What follows belongs to an exercise in optimizing a design on an open flow for small area; a production flow would make more cautious choices. At most, simulation tests tie the RTL to the original design; equivalence was not proved.

lane 1:
==> flow/design.v (excerpt) <==
module MulRawFN(
  input         clock,
  input         reset,
  input         io_a_isNaN,
  input         io_a_isInf,
  input         io_a_isZero,
  input  [8:0]  io_a_exp,
  input  [22:0] io_a_sig,
  input         io_b_isNaN,
  input         io_b_isInf,
  input         io_b_isZero,
  input  [8:0]  io_b_exp,
  input  [22:0] io_b_sig,
  output        io_invalidExc,
  output        io_rawOut_isNaN,
  output        io_rawOut_isInf,
  output        io_rawOut_isZero,
  output [8:0]  io_rawOut_exp,
  output [22:0] io_rawOut_sig
);
Settings: LEC_CHECK=0, CAP_MARGIN=20, CORE_MARGIN=2, CORE_UTILIZATION=40, SLEW_MARGIN=20, SYNTH_HIERARCHICAL=1, SYNTH_MINIMUM_KEEP_SIZE=0; clock period 8.5 ns.
standard.sh (not shown) runs the stock make flow with config.mk's settings and CLKGATE_MAP_FILE= SYNTH_SCRIPT=/design/flow/synth_recipe.tcl, a recipe that flattens the netlist after the stock synthesis.
==> flow/flow/run.sh <==
#!/bin/bash
# Standard ORFS flow (the standard.sh, unchanged synthesis), with the port
# buffers made from buf_2 cells and power recovery (downsizing of gates with
# positive slack) after global routing.
set -euo pipefail
export BUFFER_PORTS_ARGS="-buffer_cell sky130_fd_sc_hd__buf_2"
export RECOVER_POWER=100
bash standard.sh > standard.log 2>&1
Lane 1: all stages complete, timing, DRC and antenna checks passed
Relative to lane 1, the following input files were edited for lane 2:
==> flow/flow/run.sh <==
#!/bin/bash
# Standard ORFS flow (the standard.sh, unchanged synthesis), with the port
# buffers made from buf_4 cells and power recovery (downsizing of gates with
# positive slack) after global routing.
set -euo pipefail
export BUFFER_PORTS_ARGS="-buffer_cell sky130_fd_sc_hd__buf_4"
export RECOVER_POWER=100
bash standard.sh > standard.log 2>&1
Findings:
Summary of lane 2 over lane 1: multi-input combinational gate total stayed essentially flat; total standard cell area after synthesis about even.
From lane 1 to lane 2 the numbers moved as follows: hold slack level, achievable frequency moved down.
Non-clock buffer instance count of the final layout: lower on lane 2
Sort lane 1 and lane 2 by signed area change from the synthesized netlist to the final layout, ascending, and lane 1 comes first.
Re utilization after layout: lane 1 and lane 2 aren't equal, and the lower value belongs to lane 1.
Lane 2: first-iteration detailed-routing DRC count lower than lane 1
Lane 2 reports its cell type of the slowest stage on the worst timing path as sky130_fd_sc_hd__clkbuf_1 while lane 1 reports sky130_fd_sc_hd__fa_1.
Modified inputs, lane 3 compared to lane 2
==> flow/flow/run.sh <==
#!/bin/bash
# Standard ORFS flow (the standard.sh, unchanged synthesis), with buf_1 port
# buffers and power recovery (downsizing of gates with positive slack) after global routing.
set -euo pipefail
export BUFFER_PORTS_ARGS="-buffer_cell sky130_fd_sc_hd__buf_1"
export RECOVER_POWER=100
bash standard.sh > standard.log 2>&1
[summary]
On number of slew-limit violations in the final report, lane 3 and lane 2 are basically level. ~same first-pass GRT wire length in lane 3 and lane 2. In the tables for lane 3 and lane 2, clock-buffer cell count reads lower with lane 3. Re post-layout minimum cycle time: lane 3 is 0.022 ns down on lane 2. Going from lane 2 to lane 3, the worst hold slack was found to have gone up by 0.018 ns. Row met1 track demand over resource in global routing: lane 3 lower / lane 2 higher. All-layer global routing usage of lane 2 is on par with lane 3. In lane 3 the via count of the first global-routing pass turned out 90 higher than in lane 2.
diff inputs: lane 3 => lane 4
==> flow/flow/run.sh <==
#!/bin/bash
# Standard synthesis first (the standard.sh synth, unchanged). The layout steps
# then run with buf_2 port buffers, the larger buf_N cells kept out of buffering and
# sizing (the platform appends its own don't-use list), and power recovery
# (downsizing of gates with positive slack) after global routing.
set -euo pipefail
bash standard.sh synth > standard_synth.log 2>&1
export BUFFER_PORTS_ARGS="-buffer_cell sky130_fd_sc_hd__buf_2"
export RECOVER_POWER=100
export DONT_USE_CELLS="sky130_fd_sc_hd__buf_4 sky130_fd_sc_hd__buf_6 sky130_fd_sc_hd__buf_8 sky130_fd_sc_hd__buf_12 sky130_fd_sc_hd__buf_16"
bash standard.sh > standard.log 2>&1
[summary]
In the reports for lane 3 and lane 4, the smaller relative slew slack belongs to lane 4. Compared with lane 3, in lane 4 number of signal-net buffers in the layout down 19%, first-pass GRT wire length down about 0.75%. Compared with lane 3, lane 4 improves final critical delay including setup and external delays. Comparing lane 3 and lane 4, total number of nets in the final design is lower on lane 4. Compared with lane 3, lane 4 has extra setup slack.
Input changes introduced in lane 5 (baseline for comparison: lane 4):
==> flow/run.sh (new file) <==
#!/bin/bash
# synth_recipe.tcl (not shown) runs the flow's synth.tcl, then flattens the netlist and writes it again
# the make line also repeats each setting of config.mk as NAME=value (left out here)
make -C /OpenROAD-flow-scripts/flow DESIGN_CONFIG=/design/flow/config.mk WORK_HOME=/design/flow/orfs CLKGATE_MAP_FILE= SYNTH_SCRIPT=/design/flow/synth_recipe.tcl finish
removed: flow/flow/run.sh
removed: flow/standard.sh
Findings:
Diff lane 4 -> lane 5: critical path data arrival time rose 0.11 ns, global-route usage about even, total placed instance area rose 1100 um2, final cell count rose 3.6%, setup slack fell 0.11 ns. In lane 5, the via count came out 107 above the value in lane 4. Lane 4 reports its highest signal layer in the routed design as met5 while lane 5 reports met4.


Setup of v34:
Another version of the RTL of MulRawFN (not shown whole).
For scale: about 1200 cells after synthesis, about 110 I/O pins, ~13000 µm² of cells after synthesis.
export LEC_CHECK = 0
export CAP_MARGIN = 20
export CELL_PAD_IN_SITES_DETAIL_PLACEMENT = 1
export CELL_PAD_IN_SITES_GLOBAL_PLACEMENT = 1
export CORE_MARGIN = 2
export CORE_UTILIZATION = 40
export SLEW_MARGIN = 20
export SYNTH_HIERARCHICAL = 1
export SYNTH_MINIMUM_KEEP_SIZE = 0
create_clock -name core_clock -period 8.5 [get_ports {clock}]
==> flow/flow/run.sh <==
#!/bin/bash
# Standard ORFS flow (the standard.sh, unchanged synthesis), with the port
# buffers made from buf_2 cells and power recovery (downsizing of gates with
# positive slack) after global routing.
set -euo pipefail
export BUFFER_PORTS_ARGS="-buffer_cell sky130_fd_sc_hd__buf_2"
export RECOVER_POWER=100
bash standard.sh > standard.log 2>&1
v34 finished all stages; however, its layout fails the closing checks, the failures being max-capacitance violations, max-slew violations.
The inputs of v46 differ from those of v34 as listed below.
- changing CELL_PAD_IN_SITES_GLOBAL_PLACEMENT from 1 to 2
--- a/flow/flow/run.sh
+++ b/flow/flow/run.sh
@@ -3,2 +3,4 @@
-# buffers made from buf_2 cells and power recovery (downsizing of gates with
-# positive slack) after global routing.
+# buffers made from buf_2 cells, timing-driven global placement that does not keep
+# the resizer's buffering from its virtual repair passes (GPL_KEEP_OVERFLOW=0; the
+# later repair steps of the standard flow still fix slew, capacitance and timing),
+# and power recovery (downsizing of gates with positive slack) after global routing.
@@ -6,0 +9 @@
+export GPL_KEEP_OVERFLOW=0
### Flow results
- From the logs: v46 reached the end of the flow and failed the layout checks with max-capacitance violations, max-slew violations.
- Taking v34 as the reference, in v46 final wirelength decreased by about 0.7% relative to the old numbers, maximum frequency up 0.0019 GHz, via count -4.6%, data-path buffer share of cell area in the final layout went down by 5.9 points.
- v46 against v34: setup slack increased 0.13 ns, final-layout fill cell count decreased 79.
> inputs changed (v46 -> v48)
- CELL_PAD_IN_SITES_GLOBAL_PLACEMENT changed from 2 to 1
- CORE_UTILIZATION changed from 40 to 50
### Flow results
- v48 -> stages 100% | layout checks FAIL | max-capacitance violations, max-slew violations
- The total length of routed wires reported for v48 is greater than that of v46 by 610 µm.
- v46 -> v48: highest achievable clock rate decreased slightly
- On v48: via count is 553 higher than what v46 gave.
- Placeable core region: v48 better than v46


## xenon
Another version of the RTL of MulRawFN (not shown whole).
For scale: ~1600 cells after synthesis, roughly 17000 um2 of cells after synthesis.
clock: 8.5 ns
lec_check: 0
cap_margin: 20
core_margin: 2
core_utilization: 40
slew_margin: 20
synth_hierarchical: 1
synth_minimum_keep_size: 0
run.sh (not shown) runs the stock make flow with config.mk's settings and CLKGATE_MAP_FILE= SYNTH_SCRIPT=/design/flow/synth_recipe.tcl, a recipe that flattens the netlist after the stock synthesis.
Stock flow here: none of the scripts above is used.
Changes in harbor relative to xenon:
-- flow/config.mk --
<<< xenon, line 8
export CAP_MARGIN = 20
>>> harbor, line 8
export CAP_MARGIN = 0
<<< xenon, line 10
export CORE_UTILIZATION = 40
export SLEW_MARGIN = 20
>>> harbor, line 10
export CORE_UTILIZATION = 60
export SLEW_MARGIN = 0
[summary]
harbor reached the final stage; the timing, DRC and antenna checks on its layout passed.
The higher non-clock buffer count of xenon and harbor is in harbor.
Going from xenon to harbor, post-CTS setup buffer count barely changed, post-route clock period utilization shows a reduction of 0.65 points, count of placed standard cells in the final layout, fillers left out down 6.5%.
Number of rows created at floorplan ends up lower on harbor.
No functional check of the RTL was part of any run of this note.


MulRawFN with an RTL version that a note above also has.
Size: about 1,200 cells after synthesis, about 110 I/O pins.
==> flow/design.v (excerpt) <==
module MulRawFN(
  input         clock,
  input         reset,
  input         io_a_isNaN,
  input         io_a_isInf,
  input         io_a_isZero,
  input  [8:0]  io_a_exp,
  input  [22:0] io_a_sig,
  input         io_b_isNaN,
  input         io_b_isInf,
  input         io_b_isZero,
  input  [8:0]  io_b_exp,
  input  [22:0] io_b_sig,
  output        io_invalidExc,
  output        io_rawOut_isNaN,
  output        io_rawOut_isInf,
  output        io_rawOut_isZero,
  output [8:0]  io_rawOut_exp,
  output [22:0] io_rawOut_sig
);
export LEC_CHECK = 0
export CAP_MARGIN = 20
export CELL_PAD_IN_SITES_DETAIL_PLACEMENT = 1
export CELL_PAD_IN_SITES_GLOBAL_PLACEMENT = 1
export CORE_MARGIN = 2
export CORE_UTILIZATION = 40
export SLEW_MARGIN = 20
export SYNTH_HIERARCHICAL = 1
export SYNTH_MINIMUM_KEEP_SIZE = 0
create_clock -name core_clock -period 8.5 [get_ports {clock}]
standard.sh (not shown) runs the stock make flow with config.mk's settings and CLKGATE_MAP_FILE= SYNTH_SCRIPT=/design/flow/synth_recipe.tcl, a recipe that flattens the netlist after the stock synthesis.
==> flow/flow/run.sh <==
#!/bin/bash
# Standard ORFS flow (the standard.sh, unchanged synthesis), with the port
# buffers made from buf_2 cells and timing-driven global placement that does not
# keep the resizer's buffering from its virtual repair passes (GPL_KEEP_OVERFLOW=0;
# the later repair steps of the standard flow still fix slew, capacitance and timing).
set -euo pipefail
export BUFFER_PORTS_ARGS="-buffer_cell sky130_fd_sc_hd__buf_2"
export GPL_KEEP_OVERFLOW=0
bash standard.sh > standard.log 2>&1
Change:
==> flow/flow/run.sh (replaced) <==
#!/bin/bash
# Standard ORFS flow (the standard.sh, unchanged synthesis), with the port
# buffers made from buf_2 cells, timing-driven global placement that does not keep
# the resizer's buffering from its virtual repair passes (GPL_KEEP_OVERFLOW=0; the
# later repair steps of the standard flow still fix slew, capacitance and timing),
# and power recovery (downsizing of gates with positive slack) after global routing.
set -euo pipefail
export BUFFER_PORTS_ARGS="-buffer_cell sky130_fd_sc_hd__buf_2"
export GPL_KEEP_OVERFLOW=0
export RECOVER_POWER=100
bash standard.sh > standard.log 2>&1
Effect: Utilization came out lower by 0.18 points; final area came out lower by 0.36%; synthesized area stays the same; count of clock-buffer cells in the layout is unchanged.

## re-timing with driven ports
Ports are ideal in the flow. The routed layouts listed here were re-timed in OpenROAD. Step 1, drivers: a clkbuf_16 drives clock and a buf_2 each remaining input, both assumed. Step 2, shift: input delay + t, output delay - t, t = (earliest + latest rising clock arrival at the registers) / 2. This alone moves slack from input paths to output paths. a / b / c = ideal / step 1 / step 2; a / b = the first two.
run | t, ns | setup slack, ns | worst setup path after step 2 | clock arrival spread, ns
lane 1 | 0.323 | 0.387 / 0.368 / 0.046 | input to register | 0.009 / 0.009
lane 2 | 0.315 | 0.354 / 0.363 / 0.048 | input to register | 0.010 / 0.011
lane 3 | 0.315 | 0.375 / 0.391 / 0.077 | input to register | 0.013 / 0.013
lane 4 | 0.323 | 0.387 / 0.368 / 0.046 | input to register | 0.009 / 0.009
lane 5 | 0.321 | 0.278 / 0.295 / -0.026 | input to register | 0.006 / 0.007
v34 | 0.333 | 0.089 / 0.082 / -0.250 | input to register | 0.010 / 0.009
v46 | 0.335 | 0.224 / 0.203 / -0.132 | input to register | 0.007 / 0.007
v48 | 0.328 | 0.106 / 0.039 / -0.289 | input to register | 0.013 / 0.012
xenon | 0.320 | 0.327 / 0.339 / 0.020 | input to register | 0.007 / 0.007
harbor | 0.315 | 0.382 / 0.365 / 0.050 | input to register | 0.007 / 0.007
the first run of note 4 | 0.336 | 0.173 / 0.066 / -0.270 | input to register | 0.008 / 0.008
the second run of note 4 | 0.335 | 0.164 / 0.056 / -0.279 | input to register | 0.008 / 0.008
